What follows belongs to an exercise in optimizing a design on an open flow for small area; a production flow would make more cautious choices.
Only simulation tests tie the RTL to the original design; equivalence was not proved.
No activity file was given, so power comes from the tool's default toggle rates.

**design/flow/design.v**
```verilog
module num_to_svnseg(
    input [3:0] in,
    output [6:0] out);
    reg [6:0] hex_encoding;
    always @(*) begin
        case (in)
            4'h0: hex_encoding = 7'h7E;
            4'h1: hex_encoding = 7'h30;
            4'h2: hex_encoding = 7'h6D;
            4'h3: hex_encoding = 7'h79;
            4'h4: hex_encoding = 7'h33;
            4'h5: hex_encoding = 7'h5B;
            4'h6: hex_encoding = 7'h5F;
            4'h7: hex_encoding = 7'h70;
            4'h8: hex_encoding = 7'h7F;
            4'h9: hex_encoding = 7'h7B;
            4'hA: hex_encoding = 7'h77;
            4'hB: hex_encoding = 7'h1F;
            4'hC: hex_encoding = 7'h4E;
            4'hD: hex_encoding = 7'h3D;
            4'hE: hex_encoding = 7'h4F;
            4'hF: hex_encoding = 7'h47;
        endcase
    end
    assign out = ~hex_encoding;
endmodule
module svnseg_controller(
    input clk,
    input rst,
    input [3:0] num3,
    input [3:0] num2,
    input [3:0] num1,
    input [3:0] num0,
    output dig1,
    output dig2,
    output dig3,
    output dig4,
    output seg0,
    output seg1,
    output seg2,
    output seg3,
    output seg4,
    output seg5,
    output seg6,
    output seg7);
    reg [11:0] counter;
    reg edited_clk;
    wire scan_tick = counter == 0 && !edited_clk;
    always @(posedge clk) begin
        if (rst) begin
            counter <= 0;
            edited_clk <= 1'b0;
        end
        else begin
            if (counter == 0)
                edited_clk <= !edited_clk;
            counter <= counter + 1;
        end
    end
    reg [1:0] state;
    reg [3:0] digit_select;
    reg [6:0] curr_output;
    wire [6:0] svn3, svn2, svn1, svn0;
    num_to_svnseg decode3(
        .in(num3),
        .out(svn3));
    num_to_svnseg decode2(
        .in(num2),
        .out(svn2));
    num_to_svnseg decode1(
        .in(num1),
        .out(svn1));
    num_to_svnseg decode0(
        .in(num0),
        .out(svn0));
    always @(posedge clk) begin
        if (rst) begin
            state <= 2'b00;
            digit_select <= 4'b0000;
            curr_output <= 7'b0000000;
        end
        else if (scan_tick) begin
            case (state)
                2'b00: begin
                    digit_select <= 4'b1110;
                    curr_output <= svn0;
                    state <= 2'b01;
                end
                2'b01: begin
                    digit_select <= 4'b1101;
                    curr_output <= svn1;
                    state <= 2'b10;
                end
                2'b10: begin
                    digit_select <= 4'b1011;
                    curr_output <= svn2;
                    state <= 2'b11;
                end
                2'b11: begin
                    digit_select <= 4'b0111;
                    curr_output <= svn3;
                    state <= 2'b00;
                end
            endcase
        end
    end
    assign {dig4, dig3, dig2, dig1} = digit_select;
    assign {seg0, seg1, seg2, seg3, seg4, seg5, seg6, seg7} = {curr_output, digit_select != 4'b1011};
endmodule
module sync_pulse_gen
    #(
    parameter TOTAL_ROWS = 525, ACTIVE_ROWS = 480, V_FRONT_PORCH = 10, V_BACK_PORCH = 33,
    parameter TOTAL_COLS = 800, ACTIVE_COLS = 640, H_FRONT_PORCH = 16, H_BACK_PORCH = 48
    )
    (
    input clk,
    input rst,
    output HSync,
    output VSync,
    output reg [$clog2(TOTAL_ROWS)-1:0] row,
    output reg [$clog2(TOTAL_COLS)-1:0] col
    );
    always @(posedge clk) begin
        if (rst) begin
            row <= 0;
            col <= 0;
        end
        else if (col < TOTAL_COLS-1)
            col <= col + 1;
        else begin
            col <= 0;
            if (row < TOTAL_ROWS-1)
                row <= row + 1;
            else
                row <= 0;
        end
    end
    assign HSync = col < ACTIVE_COLS + H_FRONT_PORCH || col >= TOTAL_COLS - H_BACK_PORCH;
    assign VSync = row < ACTIVE_ROWS + V_FRONT_PORCH || row >= TOTAL_ROWS - V_BACK_PORCH;
endmodule
module paddle
#(
    parameter CLKS_PER_MOVE = 250_000,
    parameter ACTIVE_ROWS = 480, ACTIVE_COLS = 640,
    parameter WIDTH = 16, HEIGHT = 64,
    parameter IS_LEFT_PADDLE = 1'b1
)
(
    input clk,
    input rst,
    input up,
    input down,
    input [$clog2(ACTIVE_ROWS)-1:0] row,
    input [$clog2(ACTIVE_COLS)-1:0] col,
    output [$clog2(ACTIVE_COLS)-1:0] pos,
    output paddle_present
);
    reg [$clog2(CLKS_PER_MOVE)-1:0] counter;
    wire [$clog2(ACTIVE_COLS)-1:0] x_pos = IS_LEFT_PADDLE ? WIDTH * 1/2 : ACTIVE_COLS - 1 - (WIDTH * 3/2);
    reg [$clog2(ACTIVE_ROWS)-1:0] y_pos;
    always @(posedge clk) begin
        if (rst) begin
            counter <= 0;
            y_pos <= ACTIVE_ROWS/2 - HEIGHT/2;
        end
        else if (counter == CLKS_PER_MOVE) begin
            counter <= 0;
            if (up && !down && y_pos > 3)
                y_pos <= y_pos - 1;
            else if (down && !up && y_pos < ACTIVE_ROWS-HEIGHT-3)
                y_pos <= y_pos + 1;
        end
        else
            counter <= counter + 1;
    end
    assign paddle_present = row >= y_pos && row < y_pos+HEIGHT && col >= x_pos && col < x_pos+WIDTH;
    assign pos = y_pos;
endmodule
module ball
#(
    parameter CLKS_PER_MOVE = 250_000,
    parameter ACTIVE_ROWS = 480, ACTIVE_COLS = 640,
    parameter SIDE_LEN = 16,
    parameter PADDLE_WIDTH = 16, PADDLE_HEIGHT = 64,
    parameter PADDLE_OFFSET = PADDLE_WIDTH/2
)
(
    input clk,
    input rst,
    input start,
    input [$clog2(ACTIVE_ROWS)-1:0] row,
    input [$clog2(ACTIVE_COLS)-1:0] col,
    input [$clog2(ACTIVE_ROWS)-1:0] pos1,
    input [$clog2(ACTIVE_ROWS)-1:0] pos2,
    output ball_present,
    output reg [3:0] score1,
    output reg [3:0] score2
);
    localparam [2:0] NONE = 3'd0, UP_RIGHT = 3'd1, DOWN_RIGHT = 3'd2, DOWN_LEFT = 3'd3, UP_LEFT = 3'd4;
    reg [2:0] dir;
    reg [$clog2(CLKS_PER_MOVE)-1:0] counter;
    reg [$clog2(ACTIVE_COLS)-1:0] x_pos;
    reg [$clog2(ACTIVE_ROWS)-1:0] y_pos;
    reg [2:0] dir_n;
    reg [$clog2(CLKS_PER_MOVE)-1:0] counter_n;
    reg [$clog2(ACTIVE_COLS)-1:0] x_n;
    reg [$clog2(ACTIVE_ROWS)-1:0] y_n;
    reg [3:0] score1_n, score2_n;
    always @(*) begin
        dir_n = dir;
        counter_n = counter;
        x_n = x_pos;
        y_n = y_pos;
        score1_n = score1;
        score2_n = score2;
        if (dir == NONE) begin
            if (start)
                dir_n = UP_RIGHT;
        end
        else begin
            if (counter == CLKS_PER_MOVE) begin
                counter_n = 0;
                if (x_pos == {$clog2(ACTIVE_COLS){1'b1}} - (SIDE_LEN-2) || x_pos == ACTIVE_COLS-1) begin
                    dir_n = NONE;
                    if (x_pos == ACTIVE_COLS-1)
                        score1_n = score1 + 1;
                    else
                        score2_n = score2 + 1;
                    x_n = ACTIVE_COLS/2 - SIDE_LEN/2;
                    y_n = ACTIVE_ROWS/2 - SIDE_LEN/2;
                end
                else begin
                    if (y_pos == 3
                        || (y_pos == pos1 + PADDLE_HEIGHT && x_pos < PADDLE_WIDTH + PADDLE_OFFSET)
                        || (y_pos == pos2 + PADDLE_HEIGHT && x_pos > ACTIVE_COLS - 1 - SIDE_LEN - PADDLE_WIDTH - PADDLE_OFFSET))
                        dir_n = dir_n == UP_RIGHT ? DOWN_RIGHT : DOWN_LEFT;
                    else if (y_pos >= ACTIVE_ROWS-SIDE_LEN-3
                             || (y_pos + SIDE_LEN == pos1 && x_pos < PADDLE_WIDTH + PADDLE_OFFSET)
                             || (y_pos + SIDE_LEN == pos2 && x_pos > ACTIVE_COLS - 1 - SIDE_LEN - PADDLE_WIDTH - PADDLE_OFFSET))
                        dir_n = dir_n == DOWN_RIGHT ? UP_RIGHT : UP_LEFT;
                    if (x_pos == PADDLE_WIDTH + PADDLE_OFFSET
                        && y_pos >= pos1-SIDE_LEN && y_pos < pos1 + PADDLE_HEIGHT)
                        dir_n = dir_n == UP_LEFT ? UP_RIGHT : DOWN_RIGHT;
                    else if (x_pos == ACTIVE_COLS - 1 - SIDE_LEN - PADDLE_WIDTH - PADDLE_OFFSET
                             && y_pos >= pos2-SIDE_LEN && y_pos < pos2 + PADDLE_HEIGHT)
                        dir_n = dir_n == UP_RIGHT ? UP_LEFT : DOWN_LEFT;
                    x_n = (dir_n == UP_RIGHT || dir_n == DOWN_RIGHT) ? x_pos + 1 : x_pos - 1;
                    y_n = (dir_n == UP_LEFT || dir_n == UP_RIGHT) ? y_pos - 1: y_pos + 1;
                end
            end
            else
                counter_n = counter + 1;
        end
    end
    always @(posedge clk) begin
        if (rst) begin
            dir <= NONE;
            counter <= 0;
            x_pos <= ACTIVE_COLS/2 - SIDE_LEN/2;
            y_pos <= ACTIVE_ROWS/2 - SIDE_LEN/2;
            score1 <= 4'd0;
            score2 <= 4'd0;
        end
        else begin
            dir <= dir_n;
            counter <= counter_n;
            x_pos <= x_n;
            y_pos <= y_n;
            score1 <= score1_n;
            score2 <= score2_n;
        end
    end
    assign ball_present = row >= y_pos && row < y_pos+SIDE_LEN && ((col >= x_pos && col < x_pos+SIDE_LEN) || (x_pos + SIDE_LEN > 2**$clog2(ACTIVE_COLS) + col));
endmodule
module pong
#(
    parameter CLKS_PER_MOVE = 1000
)
(
    input FPGA_CLK,
    input RST_N,
    input RESET,
    input KEY1,
    input KEY2,
    input KEY3,
    input KEY4,
    output VGA_HSYNC,
    output VGA_VSYNC,
    output VGA_R,
    output VGA_G,
    output VGA_B,
    output SVNSEG_DIG1,
    output SVNSEG_DIG2,
    output SVNSEG_DIG3,
    output SVNSEG_DIG4,
    output SVNSEG_SEG0,
    output SVNSEG_SEG1,
    output SVNSEG_SEG2,
    output SVNSEG_SEG3,
    output SVNSEG_SEG4,
    output SVNSEG_SEG5,
    output SVNSEG_SEG6,
    output SVNSEG_SEG7
);
    parameter TOTAL_ROWS = 525, ACTIVE_ROWS = 480;
    parameter TOTAL_COLS = 800, ACTIVE_COLS = 640;
    wire rst = !RST_N;
    wire [$clog2(TOTAL_ROWS)-1:0] row_gen;
    wire [$clog2(TOTAL_COLS)-1:0] col_gen;
    wire [$clog2(TOTAL_ROWS):0] row_counter = {1'b0, row_gen};
    wire [$clog2(TOTAL_COLS):0] col_counter = {1'b0, col_gen};
    wire w_hsync, w_vsync;
    sync_pulse_gen pulse_gen_inst
    (
        .clk(FPGA_CLK),
        .rst(rst),
        .HSync(w_hsync),
        .VSync(w_vsync),
        .row(row_gen),
        .col(col_gen)
    );
    wire [3:0] score1, score2;
    wire start = !RESET;
    wire [$clog2(ACTIVE_COLS)-1:0] pos1;
    wire [$clog2(ACTIVE_COLS)-1:0] pos2;
    wire show_ball, show_paddle1, show_paddle2;
    ball #(.CLKS_PER_MOVE(CLKS_PER_MOVE)) ball_inst
    (
        .clk(FPGA_CLK),
        .rst(rst),
        .start(start),
        .row(row_counter[$clog2(ACTIVE_ROWS)-1:0]),
        .col(col_counter[$clog2(ACTIVE_COLS)-1:0]),
        .pos1(pos1[$clog2(ACTIVE_ROWS)-1:0]),
        .pos2(pos2[$clog2(ACTIVE_ROWS)-1:0]),
        .ball_present(show_ball),
        .score1(score1),
        .score2(score2)
    );
    wire p1_up = !KEY1;
    wire p1_down = !KEY2;
    paddle #(.CLKS_PER_MOVE(CLKS_PER_MOVE), .IS_LEFT_PADDLE(1'b1)) paddle1_inst
    (
        .clk(FPGA_CLK),
        .rst(rst),
        .up(p1_up),
        .down(p1_down),
        .row(row_counter[$clog2(ACTIVE_ROWS)-1:0]),
        .col(col_counter[$clog2(ACTIVE_COLS)-1:0]),
        .paddle_present(show_paddle1),
        .pos(pos1)
    );
    wire p2_up = !KEY3;
    wire p2_down = !KEY4;
    paddle #(.CLKS_PER_MOVE(CLKS_PER_MOVE), .IS_LEFT_PADDLE(1'b0)) paddle2_inst
    (
        .clk(FPGA_CLK),
        .rst(rst),
        .up(p2_up),
        .down(p2_down),
        .row(row_counter[$clog2(ACTIVE_ROWS)-1:0]),
        .col(col_counter[$clog2(ACTIVE_COLS)-1:0]),
        .paddle_present(show_paddle2),
        .pos(pos2)
    );
    wire border = row_counter < 3 || row_counter >= ACTIVE_ROWS-3;
    assign VGA_HSYNC = w_hsync;
    assign VGA_VSYNC = w_vsync;
    assign {VGA_R, VGA_G, VGA_B} =
        {3
            {(show_ball || show_paddle1 || show_paddle2 || border)
             && row_counter < ACTIVE_ROWS && col_counter < ACTIVE_COLS}
        };
    svnseg_controller controller_inst
    (
        .clk(FPGA_CLK),
        .rst(rst),
        .num3(4'h0),
        .num2(score1),
        .num1(4'h0),
        .num0(score2),
        .dig1(SVNSEG_DIG1),
        .dig2(SVNSEG_DIG2),
        .dig3(SVNSEG_DIG3),
        .dig4(SVNSEG_DIG4),
        .seg0(SVNSEG_SEG0),
        .seg1(SVNSEG_SEG1),
        .seg2(SVNSEG_SEG2),
        .seg3(SVNSEG_SEG3),
        .seg4(SVNSEG_SEG4),
        .seg5(SVNSEG_SEG5),
        .seg6(SVNSEG_SEG6),
        .seg7(SVNSEG_SEG7)
    );
endmodule
```
**design/flow/run.sh**
```bash
#!/bin/bash
# synth_recipe.tcl (not shown) runs the flow's synth.tcl, then flattens the netlist and writes it again
# the make line also repeats each setting of config.mk as NAME=value (left out here)
make -C /OpenROAD-flow-scripts/flow DESIGN_CONFIG=/design/flow/config.mk WORK_HOME=/design/flow/orfs CLKGATE_MAP_FILE= SYNTH_SCRIPT=/design/flow/synth_recipe.tcl finish
```
**design/flow/config.mk**
```make
export PLATFORM = sky130hd
export DESIGN_NAME = pong
export DESIGN_NICKNAME = pong
export VERILOG_FILES = /design/flow/design.v
export SDC_FILE = /design/flow/constraint.sdc
export NUM_CORES = 4
export LEC_CHECK = 0
export CAP_MARGIN = 20
export CORE_MARGIN = 2
export CORE_UTILIZATION = 40
export SLEW_MARGIN = 20
```
**design/flow/constraint.sdc**
```tcl
create_clock -name core_clock -period 10.0 [get_ports {FPGA_CLK}]
set_input_delay 2.0000 -clock core_clock [delete_from_list [all_inputs] [get_ports {FPGA_CLK}]]
set_output_delay 2.0000 -clock core_clock [all_outputs]
set_load 0.01 [all_outputs]
```
==> flow_metrics.py <==
metrics = {
    "setup_path": {
        "cp.arrival_ns": 4.10,
        "crit_required_ns": 8.00,
        "crit_path_start_kind": "flop",
        "end_kind": "primary output",
        "crit_type": "flop to primary output",
        "crit_fanout": 5,
    },
    "final_layout": {
        "n_antenna_cell": 0,
        "postLayoutCoreUtil_pct": 44.9,
        "area_growth_pct": 10.6,
        "nFillCells": 2510,
        "finalNetCount": 1440,
        "drive_gt1_share_pct": 5.34,
    },
    "synth": {
        "ys_ff_latch": 138,
        "synth_nets": 1426,
        "synth.most_common_cell": "ha_1",
        "synth_cells": 1247,
        "ys_types": 83,
        "synth_area_um2": 10500,
        "yosys-top-cells-count": "168 x ha_1, 138 x dfxtp_1, 101 x inv_1, 93 x nor2_1, 89 x nand2_1",
        "synth_top_area_cell": "dfxtp_1",
        "synth_top_area_share_pct": 26.3,
        "syn_area_per_cell_um2": 8.43,
        "ys_async_sr_fraction_pct": 0,
        "ys_seq_area_share_pct": 26.3,
        "yosysWarnings": 6,
        "yosys-top-cells-area": "dfxtp_1 26%, ha_1 20%, xnor2_1 5.2%, inv_1 3.6%, nor2_1 3.3%",
        "synth_ff_type": "dfxtp_1",
        "synth_edf_count": 0,
    },
    "power": {
        "peakVddDrop_v": 0.000106,
        "pwr_density_cell_nw_per_um2": 116,
        "leakagePower_uw": 0.00502,
    },
    "detailed_routing": {
        "postRouteAntennaNets": 0,
        "via_per_inst": 5.38,
        "drtIter0Drc": 425,
        "wl_um": 24400,
        "dr_total_vias": 8651,
        "firstDrtPassIters": 5,
        "remaining_drc_errors": 0,
        "wl_per_cell_um": 15.2,
    },
    "outcome": {
        "status": "finished clean",
    },
    "timing": {
        "slew_viol_final": 0,
        "fmax_mhz": 164,
        "setup_tns_ns": 0,
        "worst_pin_slew_ns": 0.968,
        "grt_setup_unrepaired": "no",
        "finalWorstPathRequiredPeriod_ns": 6.10,
        "maxSlewHeadroom_pct": 34.5,
        "setup_violations": 0,
        "fin_skew_ns": 0.0160,
        "post-route-period-util_pct": 61.0,
        "final_hold_viol_count": 0,
    },
    "clocking": {
        "postCtsSetupRepairBufs": 0,
        "cts.clk_slew.worst_paths_ns": 0.07,
        "worst_skew_pair.late_latency_ns": 0.45,
        "numCtsBuffers": 17,
        "numClockSinks": 138,
        "hold_buffers": 0,
        "root_buffer": "clkbuf_16",
        "cts.htree.levels": 4,
        "cts_tree": "done",
        "clk_path_buf_depth": 2,
        "post_cts_resize_count": 0,
    },
    "global_route": {
        "grt-busiest-layer": "met2",
        "overflow": 0,
        "gr-usage-met3_pct": 3.31,
        "antenna_found_initial": 0,
        "grt_pass1_vias": 8280,
        "grt_max_degree": 76,
        "grt_use_met1_pct": 24.5,
        "met2_usage_pct": 29.1,
        "grt_pass1_wl_um": 41400,
        "track_usage_pct": 18.2,
    },
    "floorplan": {
        "die-width_um": 166,
        "rows": 59,
        "die_h_um": 166,
        "die-area_um2": 27600,
        "start_util_pct": 40.6,
        "ios": 24,
        "core-area_um2": 25900,
    },
    "place": {
        "place_hpwl_um": 18200,
        "gp_congestion": 0.909,
        "io_buffers": 23,
    },
    "job": {
        "maxCapViolations": 0,
    },
    "hold_path": {
        "hold_class": "flop to flop",
    },
}
-- through the flow --
stage | instance area [um^2] | instances | power (uW) | setup slack (ns) | hold slack, ns
after global routing | 11600 | 1609 | 1410 | 3.64 | 0.512
after floorplan | 10500 | 1247 | 675 | 4.95 | 0.433
after CTS | 11600 | 1609 | 1370 | 3.92 | 0.480
after detailed placement | 11000 | 1577 | 712 | 4.33 | 0.461
after global placement | 11000 | 1577 | 711 | 4.53 | 0.454
final | 11600 | 1609 | 1350 | 3.90 | 0.476
-- kinds of logic after synthesis --
kind of cell | after synthesis | share of synthesized area (%)
xor+xnor | 101 | 8.49
buf+inv | 135 | 5.36
mux | 10 | 1.00
compound gates | 262 | 16.8
simple gates | 428 | 21.2
flops | 138 | 26.3
fa+ha+maj | 173 | 20.9
-- layout make-up --
type	instances	area [um^2]	area share, %
clock buffer	17	425	3.66
clock inverter	15	184	1.58
inverter	103	387	3.33
multi-input combinational	974	7190	61.9
sequential	138	2760	23.8
tap	335	419	3.61
timing repair buffer	27	255	2.20
-- critical path, stage by stage (launching register included) --
cell,delay [ns]
dfxtp_1,0.40
inv_1,0.14
ha_1,0.33
nor2b_1,0.13
o21a_1,0.16
o21a_1,0.15
o21ai_0,0.15
nand2b_1,0.07
a21oi_1,0.19
o21ai_0,0.11
a2111oi_0,0.62
or4_1,0.21
o211ai_1,0.09
o311a_1,0.42
clkdlybuf4s50_1,0.50
-- registers in the layout, summed over array words and instances, names as in the netlist, 10 cells and up --
register and cells:
pulse_gen_inst.col 10, pulse_gen_inst.row 10, paddle1_inst.counter 10, paddle2_inst.counter 10, ball_inst.counter 10, controller_inst.counter 12, ball_inst.x_pos 10
-- cells in the final DEF (no fill, tap or decap), types with 14 or more instances in the layout --
cell               n
a21oi_1           60
a22oi_1           14
and2_1            24
and3_1            14
clkbuf_16         17
clkdlybuf4s50_1   22
dfxtp_1          138
ha_1             168
inv_1            101
nand2_1           89
nand2b_1          16
nand3_1           55
nand4_1           23
nor2_1            93
nor2b_1           34
nor3_1            19
o21ai_0           60
xnor2_1           62
xor2_1            38
-- per-layer routing --
layer	routed length [um]	part of all wire (%)	vias to the layer above
met1	11900	49	4008
met4	623	2.6	0
met3	937	3.8	34
met2	10900	45	174
met5	0	0	-
li1	-	-	4435
-- where the power goes --
group | internal (uW) | leakage, uW | total (uW) | switching, uW
Clock | 341 | 0.000298 | 652 | 310
Sequential | 563 | 0.00112 | 576 | 12.6
Combinational | 57.2 | 0.00360 | 123 | 66.2
Total | 962 | 0.00502 | 1350 | 389
-- final timing paths --
kind | startpoint | endpoint | slack, ns | cells after the start
min | controller_inst.counter[0] | controller_inst.counter[0] | 0.48 | 1
max reg2reg | paddle2_inst.y_pos[6] | ball_inst.x_pos[9] | 4.27 | 26
min reg2reg | controller_inst.counter[0] | controller_inst.counter[0] | 0.48 | 1
max | paddle2_inst.y_pos[1] | VGA_B | 3.90 | 14

==> afterwards: timing with drivers on the ports <==
The results above use ideal ports. As a check the final layout listed here was re-extracted and re-timed, cells and wires unchanged. Step 1: set_driving_cell puts a clkbuf_16 on FPGA_CLK and a buf_2 on each other input, an assumption about the parent block. Step 2 times the ports against the registers' clock, not the clock port: input delays grow and output delays shrink by t, the midpoint of the rising clock arrivals with the driver on. Three values: no drivers, after step 1, after step 2; two values: the first two.
shift t [ns]: 0.486
setup slack, ns: 3.903 / 3.855 / 4.275
worst setup path after step 2: register to register
worst slew at a driven data input, ns: 0.03
cell pins on the clock port's net: 1
After both steps this run still meets setup and hold. For this run, drivers alone change the setup slack by -0.048 ns; drivers and shift together by +0.372 ns.
